This design comes from an exercise in tuning for small area, a short achievable clock period and few clock cycles per item on the open sky130 flow, not from production work.
Only simulation tests tie the RTL to the original design; equivalence was not proved.

the baseline:
## SeqMul_70
module SeqMul_70(clk, reset, U0, U1, U2, U3, V0, V1, V2, V3, W, done);
    input clk, reset;
    input [70:0] U0, U1, U2, U3;
    input [70:0] V0, V1, V2, V3;
    output [567:0] W;
    output reg done;
    wire [141:0] a0 = {U2, U3}, a1 = {U0, U1};
    wire [141:0] b0 = {V2, V3}, b1 = {V0, V1};
    reg s1, s2, s3;
    wire [141:0] ma = reset ? a0 : s1 ? a1 : a0 ^ a1;
    wire [141:0] mb = reset ? b0 : s1 ? b1 : b0 ^ b1;
    wire [482:0] ea, eb;
    ev_142_3 eva(ma, ea);
    ev_142_3 evb(mb, eb);
    reg [482:0] xa, xb;
    always @(posedge clk) begin
        xa <= ea;
        xb <= eb;
    end
    wire [282:0] p;
    ip_142_3 core(xa, xb, p);
    reg [282:0] ra, rb;
    always @(posedge clk) begin
        ra <= p;
        rb <= ra;
    end
    wire [566:0] q = {284'b0, rb} ^ ({284'b0, ra} << 142);
    wire [566:0] s = q ^ (q << 142);
    reg [566:0] w;
    always @(posedge clk) begin
        if (s3) w <= s ^ ({284'b0, p} << 142);
        if (reset) begin
            s1 <= 1'b1;
            s2 <= 1'b0;
            s3 <= 1'b0;
            done <= 1'b0;
        end else begin
            s1 <= 1'b0;
            s2 <= s1;
            s3 <= s2;
            if (s3) done <= 1'b1;
        end
    end
    assign W = {w, 1'b0};
endmodule
For scale: ~21,000 cells after synthesis, roughly 2,100 flip-flops, about 170,000 sq um of cells after synthesis.
==> module SeqMul_70, before the edit <==
module SeqMul_70(clk, reset, U0, U1, U2, U3, V0, V1, V2, V3, W, done);
    input clk, reset;
    input [70:0] U0, U1, U2, U3;
    input [70:0] V0, V1, V2, V3;
    output [567:0] W;
    output reg done;
    wire [141:0] a0 = {U2, U3}, a1 = {U0, U1};
    wire [141:0] b0 = {V2, V3}, b1 = {V0, V1};
    reg s1, s2, s3;
    wire [141:0] ma = reset ? a0 : s1 ? a1 : a0 ^ a1;
    wire [141:0] mb = reset ? b0 : s1 ? b1 : b0 ^ b1;
    wire [482:0] ea, eb;
    ev_142_3 eva(ma, ea);
    ev_142_3 evb(mb, eb);
    reg [482:0] xa, xb;
    always @(posedge clk) begin
        xa <= ea;
        xb <= eb;
    end
    wire [282:0] p;
    ip_142_3 core(xa, xb, p);
    reg [282:0] ra, rb;
    always @(posedge clk) begin
        ra <= p;
        rb <= ra;
    end
    wire [566:0] q = {284'b0, rb} ^ ({284'b0, ra} << 142);
    wire [566:0] s = q ^ (q << 142);
    reg [566:0] w;
    always @(posedge clk) begin
        if (s3) w <= s ^ ({284'b0, p} << 142);
        if (reset) begin
            s1 <= 1'b1;
            s2 <= 1'b0;
            s3 <= 1'b0;
            done <= 1'b0;
        end else begin
            s1 <= 1'b0;
            s2 <= s1;
            s3 <= s2;
            if (s3) done <= 1'b1;
        end
    end
    assign W = {w, 1'b0};
endmodule
==> flow/config.mk <==
export PLATFORM = sky130hd
export DESIGN_NAME = SeqMul_70
export DESIGN_NICKNAME = SeqMul_70
export VERILOG_FILES = /design/flow/design.v
export SDC_FILE = /design/flow/constraint.sdc
export NUM_CORES = 8
export LEC_CHECK = 0
export CAP_MARGIN = 20
export CELL_PAD_IN_SITES_DETAIL_PLACEMENT = 1
export CELL_PAD_IN_SITES_GLOBAL_PLACEMENT = 1
export CORE_MARGIN = 2
export CORE_UTILIZATION = 40
export PLACE_DENSITY = 0.5
export SLEW_MARGIN = 20
==> flow/constraint.sdc <==
create_clock -name core_clock -period 10.0 [get_ports {clk}]
set_input_delay 2.0000 -clock core_clock [delete_from_list [all_inputs] [get_ports {clk}]]
set_output_delay 2.0000 -clock core_clock [all_outputs]
set_load 0.01 [all_outputs]
standard.sh (not shown) runs the stock make flow with config.mk's settings and CLKGATE_MAP_FILE= SYNTH_SCRIPT=/design/flow/synth_recipe.tcl, a recipe that flattens the netlist after the stock synthesis.
==> flow/flow/run.sh <==
#!/bin/bash
# Own flow: the standard layout (standard.sh, ORFS), with these changes:
#  - synthesis and repair may not use the 3-input XOR/XNOR cells (slow in this
#    XOR-heavy design; two 2-input cells are smaller and faster),
#  - the port buffers are buf_2 cells instead of ORFS's default choice,
set -euo pipefail
here=$(pwd)
du=$(make -s -C "$FLOW_HOME" DESIGN_CONFIG="$here/config.mk" WORK_HOME="$here/orfs" print-DONT_USE_CELLS 2>/dev/null | sed -n 's/^DONT_USE_CELLS: //p')
[[ -n "$du" ]] || { echo "could not read DONT_USE_CELLS" >&2; exit 1; }
for c in xor3 xnor3; do for s in 1 2 4; do du="$du sky130_fd_sc_hd__${c}_$s"; done; done
margin=$(cat flow/margin 2>/dev/null || echo 6)
bash standard.sh "DONT_USE_CELLS=$du" "BUFFER_PORTS_ARGS=-buffer_cell sky130_fd_sc_hd__buf_2" \
  "SETUP_SLACK_MARGIN=$margin" finish > standard.log 2>&1
==> flow/flow/margin <==
6
Testbench counts of the baseline, summed over its fixed seeds: cycles 640, items 160.
## Diff of input files: the candidate against the baseline
==> flow/design.v, changed modules only <==
module SeqMul_70(clk, reset, U0, U1, U2, U3, V0, V1, V2, V3, W, done);
    input clk, reset;
    input [70:0] U0, U1, U2, U3;
    input [70:0] V0, V1, V2, V3;
    output [567:0] W;
    output reg done;
    wire [141:0] a0 = {U2, U3}, a1 = {U0, U1};
    wire [141:0] b0 = {V2, V3}, b1 = {V0, V1};
    reg s0, s1, s2, s3, rs;
    wire [141:0] ma = s1 ? a1 : s2 ? a0 ^ a1 : a0;
    wire [141:0] mb = s1 ? b1 : s2 ? b0 ^ b1 : b0;
    wire [482:0] ea, eb;
    ev_142_3 eva(ma, ea);
    ev_142_3 evb(mb, eb);
    reg [482:0] xa, xb;
    always @(posedge clk) begin
        xa <= ea;
        xb <= eb;
    end
    wire [282:0] p;
    ip_142_3 core(xa, xb, p);
    reg [566:0] w;
    reg [140:0] hp, lp;
    wire [140:0] hl = hp ^ lp;
    wire [282:0] pre = {hl ^ w[566:426], w[425] ^ w[141], hl ^ w[140:0]};
    always @(posedge clk) begin
        if (s1) w[141:0] <= p[141:0];
        if (s1) hp <= p[282:142];
        lp <= p[140:0];
        if (s2) w[566:425] <= p[282:141];
        if (s3) w[424:142] <= pre ^ p;
        rs <= reset;
        if (reset) begin
            s0 <= rs | s1 | s2;
            s1 <= !(rs | s1 | s2);
            s2 <= 1'b0;
            s3 <= 1'b0;
            done <= 1'b0;
        end else begin
            s0 <= 1'b0;
            s1 <= s0;
            s2 <= s1;
            s3 <= s2;
            if (s3) done <= 1'b1;
        end
    end
    assign W = {w, 1'b0};
endmodule
Notes after the runs:
The candidate vs. the baseline: core utilization shows an increase of 0.86 points; die area shows a reduction of about 3.7%; count of non-filler cells in the finished layout shows a reduction of 2.0%; worst-case reg-to-reg path depth shows a reduction of 4; design area shows a reduction of 2.3%. Sequential share of layout area for the candidate is lower than for the baseline. The candidate: initial antenna violation count higher than the baseline.
Testbench counts of the candidate, summed over its fixed seeds: cycles 648, items 160.

port drivers added, routing unchanged:
The flow's constraints put no driver on any port. The routed layouts listed below were extracted and timed again, unchanged, in two steps.
Step 1: set_driving_cell puts a clkbuf_16 on clk and a buf_2 on each other input, an assumption about the parent block.
Step 2, shift: input delay + t, output delay - t, t = (earliest + latest rising clock arrival at the registers) / 2. This alone moves slack from input paths to output paths.
a / b / c = ideal / step 1 / step 2; a / b = the first two.
run	t (ns)	setup slack, ns	worst setup path after step 2	latest minus earliest clock arrival (ns)	pins driven straight from the clock port
the baseline	1.131	5.761 / 5.832 / 4.723	input to register	0.120 / 0.121	1
the candidate	1.108	5.858 / 5.858 / 5.345	input to register	0.083 / 0.082	1
After both steps every run listed still meets setup and hold. For the baseline, which loses most, drivers alone change the setup slack by +0.071 ns; drivers and shift together by -1.038 ns.
